What follows belongs to an exercise in optimizing a design on an open flow for small area; a production flow would make more cautious choices. Where RTL was checked, it was by simulation tests only, not by an equivalence proof against the original. The clock input has no modelled driver; a real chip could not lean on it and would need a root buffer or a full tree. Power figures rest on the tool's default switching activity, not on a simulated workload.

==> inputs of branch onyx <==
Design volt, start of the top module:
module volt(
		clk,
		rst,
		power,
		ANODE,
		CATODE,
		UP,
		DOWN,
		GLITCH
    );
	input clk;
	input rst;
	input UP;
	input DOWN;
	input GLITCH;
	output reg power;
	output reg [3:0] ANODE;
	output reg [6:0] CATODE;
	reg [4:0] t;               
	reg [3:0] d0, d1, d2, d3;  
	reg [5:0] s;               
	function [3:0] tup;
		input [3:0] d;
		begin
			tup[0] = 1'b1;
			tup[1] = (d[2] & d[3]) | (d[0]);
			tup[2] = (d[0] & d[1]) | (d[2] & d[3]);
			tup[3] = (d[0] & d[1] & d[2]) | (d[2] & d[3]);
		end
	endfunction
	function [3:0] tdn;
		input [3:0] d;
		begin
			tdn[0] = 1'b1;
			tdn[1] = (~d[0]) | (~d[2] & ~d[3]);
			tdn[2] = (~d[2] & ~d[3]) | (~d[0] & ~d[1]);
			tdn[3] = (~d[2] & ~d[3]) | (~d[0] & ~d[1] & ~d[2]);
		end
	endfunction
	function is9;
		input [3:0] d;
		begin
			is9 = (d[2] & d[3]);
		end
	endfunction
	function is0;
		input [3:0] d;
		begin
			is0 = (~d[2] & ~d[3]);
		end
	endfunction
	wire glitching = ~power;
	wire t_last = t[4] & ~t[1] & ~t[0];
	wire t_zero = ~t[2] & ~t[1] & ~t[0];
	wire step = glitching ? ~t_zero : t_last;
	wire z0 = is0(d0), z1 = is0(d1), z2 = is0(d2), z3 = is0(d3);
	wire n0 = is9(d0), n1 = is9(d1), n2 = is9(d2), n3 = is9(d3);
	wire all0 = z0 & z1 & z2 & z3;
	wire all9 = n0 & n1 & n2 & n3;
	wire want_dec = glitching | DOWN;
	wire dec = step & want_dec & ~all0;
	wire inc = step & ~(want_dec & ~all0) & UP & ~all9;
	wire u1 = inc & n0, u2 = u1 & n1, u3 = u2 & n2;
	wire e1 = dec & z0, e2 = e1 & z1, e3 = e2 & z2;
	always @(posedge clk) begin
		if (rst) begin
			t <= 0;
			d0 <= 4'b0011; d1 <= 4'b0011; d2 <= 4'b0011; d3 <= 4'b0011;
			power <= 1'b1;
			s <= 0;
		end else begin
			t <= step ? 5'd0 : {t[3:0], ~(t[4] ^ t[1])};
			d0 <= d0 ^ ({4{inc}} & tup(d0)) ^ ({4{dec}} & tdn(d0));
  ...
==> module volt, before the edit <==
module volt(
		clk,
		rst,
		power,
		ANODE,
		CATODE,
		UP,
		DOWN,
		GLITCH
    );
	input clk;
	input rst;
	input UP;
	input DOWN;
	input GLITCH;
	output reg power;
	output reg [3:0] ANODE;
	output reg [6:0] CATODE;
	reg [4:0] t;               
	reg [3:0] d0, d1, d2, d3;  
	reg [5:0] s;               
	function [3:0] tup;
		input [3:0] d;
		begin
			tup[0] = 1'b1;
			tup[1] = (d[2] & d[3]) | (d[0]);
			tup[2] = (d[0] & d[1]) | (d[2] & d[3]);
			tup[3] = (d[0] & d[1] & d[2]) | (d[2] & d[3]);
		end
	endfunction
	function [3:0] tdn;
		input [3:0] d;
		begin
			tdn[0] = 1'b1;
			tdn[1] = (~d[0]) | (~d[2] & ~d[3]);
			tdn[2] = (~d[2] & ~d[3]) | (~d[0] & ~d[1]);
			tdn[3] = (~d[2] & ~d[3]) | (~d[0] & ~d[1] & ~d[2]);
		end
	endfunction
	function is9;
		input [3:0] d;
		begin
			is9 = (d[2] & d[3]);
		end
	endfunction
	function is0;
		input [3:0] d;
		begin
			is0 = (~d[2] & ~d[3]);
		end
	endfunction
	wire glitching = ~power;
	wire t_last = t[4] & ~t[1] & ~t[0];
	wire t_zero = ~t[2] & ~t[1] & ~t[0];
	wire step = glitching ? ~t_zero : t_last;
	wire z0 = is0(d0), z1 = is0(d1), z2 = is0(d2), z3 = is0(d3);
	wire n0 = is9(d0), n1 = is9(d1), n2 = is9(d2), n3 = is9(d3);
	wire all0 = z0 & z1 & z2 & z3;
	wire all9 = n0 & n1 & n2 & n3;
	wire want_dec = glitching | DOWN;
	wire dec = step & want_dec & ~all0;
	wire inc = step & ~(want_dec & ~all0) & UP & ~all9;
	wire u1 = inc & n0, u2 = u1 & n1, u3 = u2 & n2;
	wire e1 = dec & z0, e2 = e1 & z1, e3 = e2 & z2;
	always @(posedge clk) begin
		if (rst) begin
			t <= 0;
			d0 <= 4'b0011; d1 <= 4'b0011; d2 <= 4'b0011; d3 <= 4'b0011;
			power <= 1'b1;
			s <= 0;
		end else begin
			t <= step ? 5'd0 : {t[3:0], ~(t[4] ^ t[1])};
			d0 <= d0 ^ ({4{inc}} & tup(d0)) ^ ({4{dec}} & tdn(d0));
			d1 <= d1 ^ ({4{u1}} & tup(d1)) ^ ({4{e1}} & tdn(d1));
			d2 <= d2 ^ ({4{u2}} & tup(d2)) ^ ({4{e2}} & tdn(d2));
			d3 <= d3 ^ ({4{u3}} & tup(d3)) ^ ({4{e3}} & tdn(d3));
			if (GLITCH)
				power <= 1'b0;
			else if (step & glitching & all0)
				power <= 1'b1;
			s[3:0] <= {s[2:0], ~(s[3] ^ s[0]) ^ (s[2] & s[1] & s[0])};
			if (s[3:0] == 4'b1000)
				s[5:4] <= s[5:4] + 2'd1;
		end
	end
	reg [3:0] b;
	always @(*) begin
		case (s[5:4])
		2'b00: begin ANODE = 4'b0111; b = d3; end
		2'b01: begin ANODE = 4'b1011; b = d2; end
		2'b10: begin ANODE = 4'b1101; b = d1; end
		2'b11: begin ANODE = 4'b1110; b = d0; end
		endcase
	end
	always @(*) begin
		CATODE[6] = (b[0] & b[1] & b[2]) | (~b[0] & ~b[1] & ~b[3]);
		CATODE[5] = (~b[1] & ~b[2]);
		CATODE[4] = (b[0] & ~b[1] & ~b[3]);
		CATODE[3] = (~b[0] & b[1] & b[3]) | (b[0] & b[1] & b[2]) | (~b[0] & ~b[1] & ~b[3]);
		CATODE[2] = (~b[0]) | (b[1] & b[2]);
		CATODE[1] = (~b[1] & ~b[3]) | (~b[0] & b[1]);
		CATODE[0] = (~b[2] & ~b[3]) | (~b[0] & b[1] & b[3]) | (~b[0] & ~b[1] & ~b[3]);
	end
endmodule
export LEC_CHECK = 0
export CAP_MARGIN = 20
export CORE_MARGIN = 2
export CORE_UTILIZATION = 40
export SLEW_MARGIN = 20
create_clock -name core_clock -period 16.0 [get_ports {clk}]
standard.sh (not shown) runs the stock make flow with config.mk's settings and CLKGATE_MAP_FILE= SYNTH_SCRIPT=/design/flow/synth_recipe.tcl, a recipe that flattens the netlist after the stock synthesis.
==> flow/flow/run.sh <==
#!/bin/bash
# Own layout flow. Synthesis is the standard synthesis script with two
# changes to the logic between the registers (the registers themselves are
# mapped as in the standard synthesis): adders are not mapped to adder cells
# but left to ABC, and the one ABC call is run with several area-oriented
# ABC scripts, keeping the smallest result. The layout is the standard
# layout, with buf_1 port buffers and a clock tree of one buf_12 that drives
# every register. Every tool writes its full output to a log of its own here.
set -euo pipefail
W=$(pwd)
export FLOW_ABC_DIR=$W/flow
export FLOW_CLOCK_BUFFER=sky130_fd_sc_hd__buf_12
{ echo "source $W/flow/abc_override.tcl"; cat "$W/synth_recipe.tcl"; } > "$W/own_synth.tcl"
KNOBS=("SYNTH_SCRIPT=$W/own_synth.tcl" "ADDER_MAP_FILE="
       "BUFFER_PORTS_ARGS=-buffer_cell sky130_fd_sc_hd__buf_1"
       "PRE_CTS_TCL=$W/flow/cts_single.tcl")

bash standard.sh "${KNOBS[@]}" synth > "$W/flow_1_synth.log" 2>&1
bash standard.sh "${KNOBS[@]}" finish > "$W/flow_2_layout.log" 2>&1
==> flow/flow/abc_01.abc <==
strash
&get -n
&deepsyn -T 15 -S 1
&put
dch -f
amap
==> flow/flow/abc_02.abc <==
strash
&get -n
&deepsyn -T 22 -S 2
&put
dch -f
amap
==> flow/flow/abc_03.abc <==
strash
&get -n
&deepsyn -T 29 -S 3
&put
dch -f
amap
==> flow/flow/abc_04.abc <==
strash
&get -n
&deepsyn -T 11 -S 4
&put
dch -f
amap
==> flow/flow/abc_05.abc <==
strash
&get -n
&deepsyn -T 18 -S 5
&put
dch -f
amap
==> flow/flow/abc_06.abc <==
strash
&get -n
&deepsyn -T 25 -S 6
&put
dch -f
amap
==> flow/flow/abc_07.abc <==
strash
&get -n
&deepsyn -T 32 -S 7
&put
dch -f
amap
==> flow/flow/abc_08.abc <==
strash
&get -n
&deepsyn -T 14 -S 8
&put
dch -f
amap
==> flow/flow/abc_09.abc <==
strash
&get -n
&deepsyn -T 21 -S 9
&put
dch -f
amap
==> flow/flow/abc_10.abc <==
strash
&get -n
&deepsyn -T 28 -S 10
&put
dch -f
amap
==> flow/flow/abc_11.abc <==
strash
&get -n
&deepsyn -T 10 -S 11
&put
dch -f
amap
==> flow/flow/abc_12.abc <==
strash
&get -n
&deepsyn -T 17 -S 12
&put
dch -f
amap
==> flow/flow/abc_13.abc <==
strash
&get -n
&deepsyn -T 24 -S 13
&put
dch -f
amap
==> flow/flow/abc_14.abc <==
strash
&get -n
&deepsyn -T 31 -S 14
&put
dch -f
amap
==> flow/flow/abc_15.abc <==
strash
&get -n
&deepsyn -T 13 -S 15
&put
dch -f
amap
==> flow/flow/abc_16.abc <==
strash
&get -n
&deepsyn -T 20 -S 16
&put
dch -f
amap
==> flow/flow/abc_17.abc <==
strash
&get -n
&deepsyn -T 27 -S 17
&put
dch -f
amap
==> flow/flow/abc_18.abc <==
strash
&get -n
&deepsyn -T 9 -S 18
&put
dch -f
amap
==> flow/flow/abc_19.abc <==
strash
&get -n
&deepsyn -T 16 -S 19
&put
dch -f
amap
==> flow/flow/abc_20.abc <==
strash
&get -n
&deepsyn -T 23 -S 20
&put
dch -f
amap
==> flow/flow/abc_21.abc <==
strash
&get -n
&deepsyn -T 30 -S 21
&put
dch -f
amap
==> flow/flow/abc_22.abc <==
strash
&get -n
&deepsyn -T 12 -S 22
&put
dch -f
amap
==> flow/flow/abc_23.abc <==
strash
&get -n
&deepsyn -T 19 -S 23
&put
dch -f
amap
==> flow/flow/abc_24.abc <==
strash
&get -n
&deepsyn -T 26 -S 24
&put
dch -f
amap
==> flow/flow/cts_single.tcl <==
# PRE_CTS hook: the clock tree is a single buffer. The clock port drives one
# clock buffer placed at the centre of the registers, and that buffer drives
# every register's clock pin (every register gets the same clock).
proc clock_tree_synthesis {args} {
  set block [ord::get_db_block]
  set pname [get_full_name [lindex [get_property [lindex [all_clocks] 0] sources] 0]]
  set net [$block findNet $pname]
  set n 0; set sx 0.0; set sy 0.0
  foreach it [$net getITerms] {
    set bb [[$it getInst] getBBox]
    set sx [expr {$sx + ([$bb xMin] + [$bb xMax]) / 2.0}]
    set sy [expr {$sy + ([$bb yMin] + [$bb yMax]) / 2.0}]
    incr n
  }
  set dbu [$block getDbUnitsPerMicron]
  set x [expr {$sx / $n / $dbu}]
  set y [expr {$sy / $n / $dbu}]
  puts "single clock buffer for $n sinks of $pname at ($x, $y)"
  set r [insert_buffer -buffer_cell $::env(FLOW_CLOCK_BUFFER) -net $pname \
    -location [list $x $y] -buffer_name clkbuf_0_$pname -net_name clknet_0_$pname]
  set buf [$block findInst [get_full_name $r]]
  puts "clock buffer [$buf getName]"
  foreach it [$buf getITerms] {
    set nt [$it getNet]
    if {$nt ne "NULL"} { $nt setSigType CLOCK; puts "clock net [$nt getName]" }
  }
  set_propagated_clock [all_clocks]
}
Other scripts of this flow, unchanged in this note and not shown: flow/flow/abc_override.tcl
==> inputs of branch raven, as changes to branch onyx <==
==> flow/design.v (replaced) <==
`timescale 1ns / 1ps
module volt(
		clk,
		rst,
		power,
		ANODE,
		CATODE,
		UP,
		DOWN,
		GLITCH
    );
	input clk;
	input rst;
	input UP;
	input DOWN;
	input GLITCH;
	output reg power;
	output reg [3:0] ANODE;
	output reg [6:0] CATODE;
	reg [4:0] t;               
	reg [3:0] d0, d1, d2, d3;  
	reg [5:0] s;               
	wire glitching = ~power;
	wire t_last = t[4] & ~t[2] & ~t[0];
	wire t_zero = ~t[3] & ~t[1] & ~t[0];
	wire step = glitching ? ~t_zero : t_last;
	wire z0 = ~|d0, z1 = ~|d1, z2 = ~|d2, z3 = ~|d3;
	wire n0 = d0[3] & d0[0], n1 = d1[3] & d1[0], n2 = d2[3] & d2[0], n3 = d3[3] & d3[0];
	wire is0 = z0 & z1 & z2 & z3;
	wire is9999 = n0 & n1 & n2 & n3;
	wire want_dec = glitching | DOWN;
	wire dec = step & want_dec & ~is0;
	wire inc = step & ~(want_dec & ~is0) & UP & ~is9999;
	function [3:0] tog;
		input [3:0] d;
		input u, e;
		begin
			tog[0] = u | e;
			tog[1] = (u & d[0] & ~d[3]) | (e & ~d[0] & (d[1] | d[2] | d[3]));
			tog[2] = (u & d[0] & d[1]) | (e & ~d[0] & ~d[1] & (d[2] | d[3]));
			tog[3] = (u & d[0] & (d[3] | (d[1] & d[2]))) | (e & ~d[0] & ~d[1] & ~d[2]);
		end
	endfunction
	wire u1 = inc & n0, u2 = u1 & n1, u3 = u2 & n2;
	wire e1 = dec & z0, e2 = e1 & z1, e3 = e2 & z2;
	always @(posedge clk) begin
		if (rst) begin
			t <= 0;
			d0 <= 0; d1 <= 0; d2 <= 0; d3 <= 0;
			power <= 1'b1;
			s <= 0;
		end else begin
			t <= step ? 5'd0 : {t[3:0], ~(t[4] ^ t[0])};
			d0 <= d0 ^ tog(d0, inc, dec);
			d1 <= d1 ^ tog(d1, u1, e1);
			d2 <= d2 ^ tog(d2, u2, e2);
			d3 <= d3 ^ tog(d3, u3, e3);
			if (GLITCH)
				power <= 1'b0;
			else if (step & glitching & is0)
				power <= 1'b1;
			s[3:0] <= {s[2:0], ~(s[3] ^ s[0]) ^ (s[2] & s[1] & s[0])};
			if (s[3:0] == 4'b1000)
				s[5:4] <= s[5:4] + 2'd1;
		end
	end
	reg [3:0] bcd;
	always @(*) begin
		case (s[5:4])
		2'b00: begin ANODE = 4'b0111; bcd = d3; end
		2'b01: begin ANODE = 4'b1011; bcd = d2; end
		2'b10: begin ANODE = 4'b1101; bcd = d1; end
		2'b11: begin ANODE = 4'b1110; bcd = d0; end
		endcase
	end
	wire [3:0] b = bcd;
	always @(*) begin
		CATODE[6] = (~b[3] & ~b[2] & ~b[1] & b[0]) | (b[2] & ~b[1] & ~b[0]);
		CATODE[5] = b[2] & (b[1] ^ b[0]);
		CATODE[4] = ~b[2] & b[1] & ~b[0];
		CATODE[3] = (b[2] & ~(b[1] ^ b[0])) | (~b[3] & ~b[2] & ~b[1] & b[0]);
		CATODE[2] = b[0] | (b[2] & ~b[1]);
		CATODE[1] = (~b[3] & ~b[2] & (b[1] | b[0])) | (b[2] & b[1] & b[0]);
		CATODE[0] = (~b[3] & ~b[2] & ~b[1]) | (b[2] & b[1] & b[0]);
	end
endmodule
--- a/flow/flow/run.sh
+++ b/flow/flow/run.sh
@@ -6,3 +6,3 @@
 # ABC scripts, keeping the smallest result. The layout is the standard
-# layout, with buf_1 port buffers and a clock tree of one buf_12 that drives
+# layout, with buf_1 port buffers and a clock tree of one clkbuf_8 that drives
 # every register. Every tool writes its full output to a log of its own here.
@@ -11,3 +11,3 @@
 export FLOW_ABC_DIR=$W/flow
-export FLOW_CLOCK_BUFFER=sky130_fd_sc_hd__buf_12
+export FLOW_CLOCK_BUFFER=sky130_fd_sc_hd__clkbuf_8
 { echo "source $W/flow/abc_override.tcl"; cat "$W/synth_recipe.tcl"; } > "$W/own_synth.tcl"
==> flow/flow/abc_1.abc (new file) <==
strash
&get -n
&deepsyn -T 8 -S 1
&put
dch -f
amap
==> flow/flow/abc_2.abc (new file) <==
strash
&get -n
&deepsyn -T 12 -S 2
&put
dch -f
amap
==> flow/flow/abc_3.abc (new file) <==
strash
&get -n
&deepsyn -T 16 -S 3
&put
dch -f
amap
==> flow/flow/abc_4.abc (new file) <==
strash
&get -n
&deepsyn -T 20 -S 4
&put
dch -f
amap
==> flow/flow/abc_5.abc (new file) <==
strash
&get -n
&deepsyn -T 25 -S 5
&put
dch -f
amap
==> flow/flow/abc_6.abc (new file) <==
strash
&get -n
&deepsyn -T 30 -S 6
&put
dch -f
amap
--- a/flow/flow/cts_single.tcl
+++ b/flow/flow/cts_single.tcl
@@ -5,3 +5,4 @@
   set block [ord::get_db_block]
-  set pname [get_full_name [lindex [get_property [lindex [all_clocks] 0] sources] 0]]
+  set port [lindex [get_ports -quiet [get_property [lindex [all_clocks] 0] sources]] 0]
+  set pname [get_full_name $port]
   set net [$block findNet $pname]
@@ -18,9 +19,6 @@
   puts "single clock buffer for $n sinks of $pname at ($x, $y)"
-  set r [insert_buffer -buffer_cell $::env(FLOW_CLOCK_BUFFER) -net $pname \
-    -location [list $x $y] -buffer_name clkbuf_0_$pname -net_name clknet_0_$pname]
-  set buf [$block findInst [get_full_name $r]]
-  puts "clock buffer [$buf getName]"
-  foreach it [$buf getITerms] {
-    set nt [$it getNet]
-    if {$nt ne "NULL"} { $nt setSigType CLOCK; puts "clock net [$nt getName]" }
+  insert_buffer -buffer_cell $::env(FLOW_CLOCK_BUFFER) -net $pname \
+    -location [list $x $y] -buffer_name clkbuf_0_$pname -net_name clknet_0_$pname
+  foreach nm [list $pname clknet_0_$pname] {
+    [$block findNet $nm] setSigType CLOCK
   }
CORE_UTILIZATION = 70   (was 40)
removed: flow/flow/abc_01.abc
removed: flow/flow/abc_02.abc
removed: flow/flow/abc_03.abc
removed: flow/flow/abc_04.abc
removed: flow/flow/abc_05.abc
removed: flow/flow/abc_06.abc
removed: flow/flow/abc_07.abc
removed: flow/flow/abc_08.abc
removed: flow/flow/abc_09.abc
removed: flow/flow/abc_10.abc
removed: flow/flow/abc_11.abc
removed: flow/flow/abc_12.abc
removed: flow/flow/abc_13.abc
removed: flow/flow/abc_14.abc
removed: flow/flow/abc_15.abc
removed: flow/flow/abc_16.abc
removed: flow/flow/abc_17.abc
removed: flow/flow/abc_18.abc
removed: flow/flow/abc_19.abc
removed: flow/flow/abc_20.abc
removed: flow/flow/abc_21.abc
removed: flow/flow/abc_22.abc
removed: flow/flow/abc_23.abc
removed: flow/flow/abc_24.abc
==> inputs of branch nickel, as changes to branch onyx <==
--- a/flow/design.v
+++ b/flow/design.v
@@ -53,4 +53,4 @@
 	wire glitching = ~power;
-	wire t_last = t[4] & ~t[1] & ~t[0];
-	wire t_zero = ~t[2] & ~t[1] & ~t[0];
+	wire t_last = t[4] & ~t[2] & ~t[0];
+	wire t_zero = ~t[3] & ~t[1] & ~t[0];
 	wire step = glitching ? ~t_zero : t_last;
@@ -72,3 +72,3 @@
 		end else begin
-			t <= step ? 5'd0 : {t[3:0], ~(t[4] ^ t[1])};
+			t <= step ? 5'd0 : {t[3:0], ~(t[4] ^ t[0])};
 			d0 <= d0 ^ ({4{inc}} & tup(d0)) ^ ({4{dec}} & tdn(d0));
==> flow/flow/abc_01.abc (replaced) <==
strash
&get -n
&deepsyn -T 8 -S 1
&put
dch -f
amap
==> flow/flow/abc_02.abc (replaced) <==
strash
&get -n
&deepsyn -T 12 -S 2
&put
dch -f
amap
==> flow/flow/abc_03.abc (replaced) <==
strash
&get -n
&deepsyn -T 16 -S 3
&put
dch -f
amap
==> flow/flow/abc_04.abc (replaced) <==
strash
&get -n
&deepsyn -T 20 -S 4
&put
dch -f
amap
==> flow/flow/abc_05.abc (replaced) <==
strash
&get -n
&deepsyn -T 25 -S 5
&put
dch -f
amap
==> flow/flow/abc_06.abc (replaced) <==
strash
&get -n
&deepsyn -T 30 -S 6
&put
dch -f
amap
==> flow/flow/abc_07.abc (replaced) <==
strash
&get -n
&deepsyn -T 10 -S 7
&put
dch -f
amap
==> flow/flow/abc_09.abc (replaced) <==
strash
&get -n
&deepsyn -T 18 -S 9
&put
dch -f
amap
==> flow/flow/abc_10.abc (replaced) <==
strash
&get -n
&deepsyn -T 22 -S 10
&put
dch -f
amap
==> flow/flow/abc_11.abc (replaced) <==
strash
&get -n
&deepsyn -T 27 -S 11
&put
dch -f
amap
==> flow/flow/abc_12.abc (replaced) <==
strash
&get -n
&deepsyn -T 35 -S 12
&put
dch -f
amap
removed: flow/flow/abc_13.abc
removed: flow/flow/abc_14.abc
removed: flow/flow/abc_15.abc
removed: flow/flow/abc_16.abc
removed: flow/flow/abc_17.abc
removed: flow/flow/abc_18.abc
removed: flow/flow/abc_19.abc
removed: flow/flow/abc_20.abc
removed: flow/flow/abc_21.abc
removed: flow/flow/abc_22.abc
removed: flow/flow/abc_23.abc
removed: flow/flow/abc_24.abc
==> comparison table <==
item	branch raven	branch onyx	branch nickel
Starting DRT DRC Count	-	34	44
Flip-flop and latch count	-	28	28
Total global-route track usage	-	17.2%	17.1%
Worst EP required	-	12.80 ns	12.80 ns
Setup ws final	-	10.81 ns	10.84 ns
Internal Power	-	89.8 µW	98.2 µW
Final Hold Slack	-	0.436 ns	0.447 ns
Share of Yosys cell area claimed by the top area cell type	42.0%	42.6%	42.7%
Vias per cell	-	5.23	5.37
Sw power	-	32.3 µW	43.2 µW
Tapcell count	-	44	44
Final Cell Area	-	1460 µm²	1450 µm²
Number of antenna violations at the first check in global routing	-	0	0
Overall die height	47.7 µm	61.3 µm	61.3 µm
Arrival time reported for the critical path endpoint	-	1.99 ns	1.97 ns
Outcome	aborted with a tool error	complete, no violations	complete, no violations
Failing step	4_1_cts	-	-
Post-CTS Setup Repair Bufs	-	0	0
Met1 global-route usage	-	23.1%	25.8%
Number of placed instances, taps included	230	243	235
Insertion delay to the later sink of the worst-skew pair	-	0.14 ns	0.14 ns
Metal-1 WL	-	1390 µm	1440 µm
The RTL of branch raven was laid out without a check of its function. The clock cells of branch onyx and branch nickel come from the design's own scripts or RTL, not from TritonCTS.

## separate check: timing with driven ports
In the flow no input, the clock included, has a driving cell. The finished layouts below were timed again as built, in two steps.
Step 1, drivers: a clkbuf_16 drives clk and a buf_2 each remaining input, both assumed.
Step 2 adds t to the input delays and takes it off the output delays; t is the mean of the earliest and latest rising clock arrival at the registers after step 1. Input paths then give back, and output paths get back, about the clock's delay inside the block.
a / b / c = ideal ports / drivers / drivers and shift; a / b = the first two.
| run | t, ns | slack for setup (ns) | worst setup path after step 2 | pins driven straight from the clock port |
|---|---|---|---|---|
| branch onyx | 0.171 | 10.812 / 10.781 / 10.952 | register to output | 1 |
| branch nickel | 0.173 | 10.835 / 10.801 / 10.914 | input to register | 1 |
After both steps setup and hold are still met in every run listed.
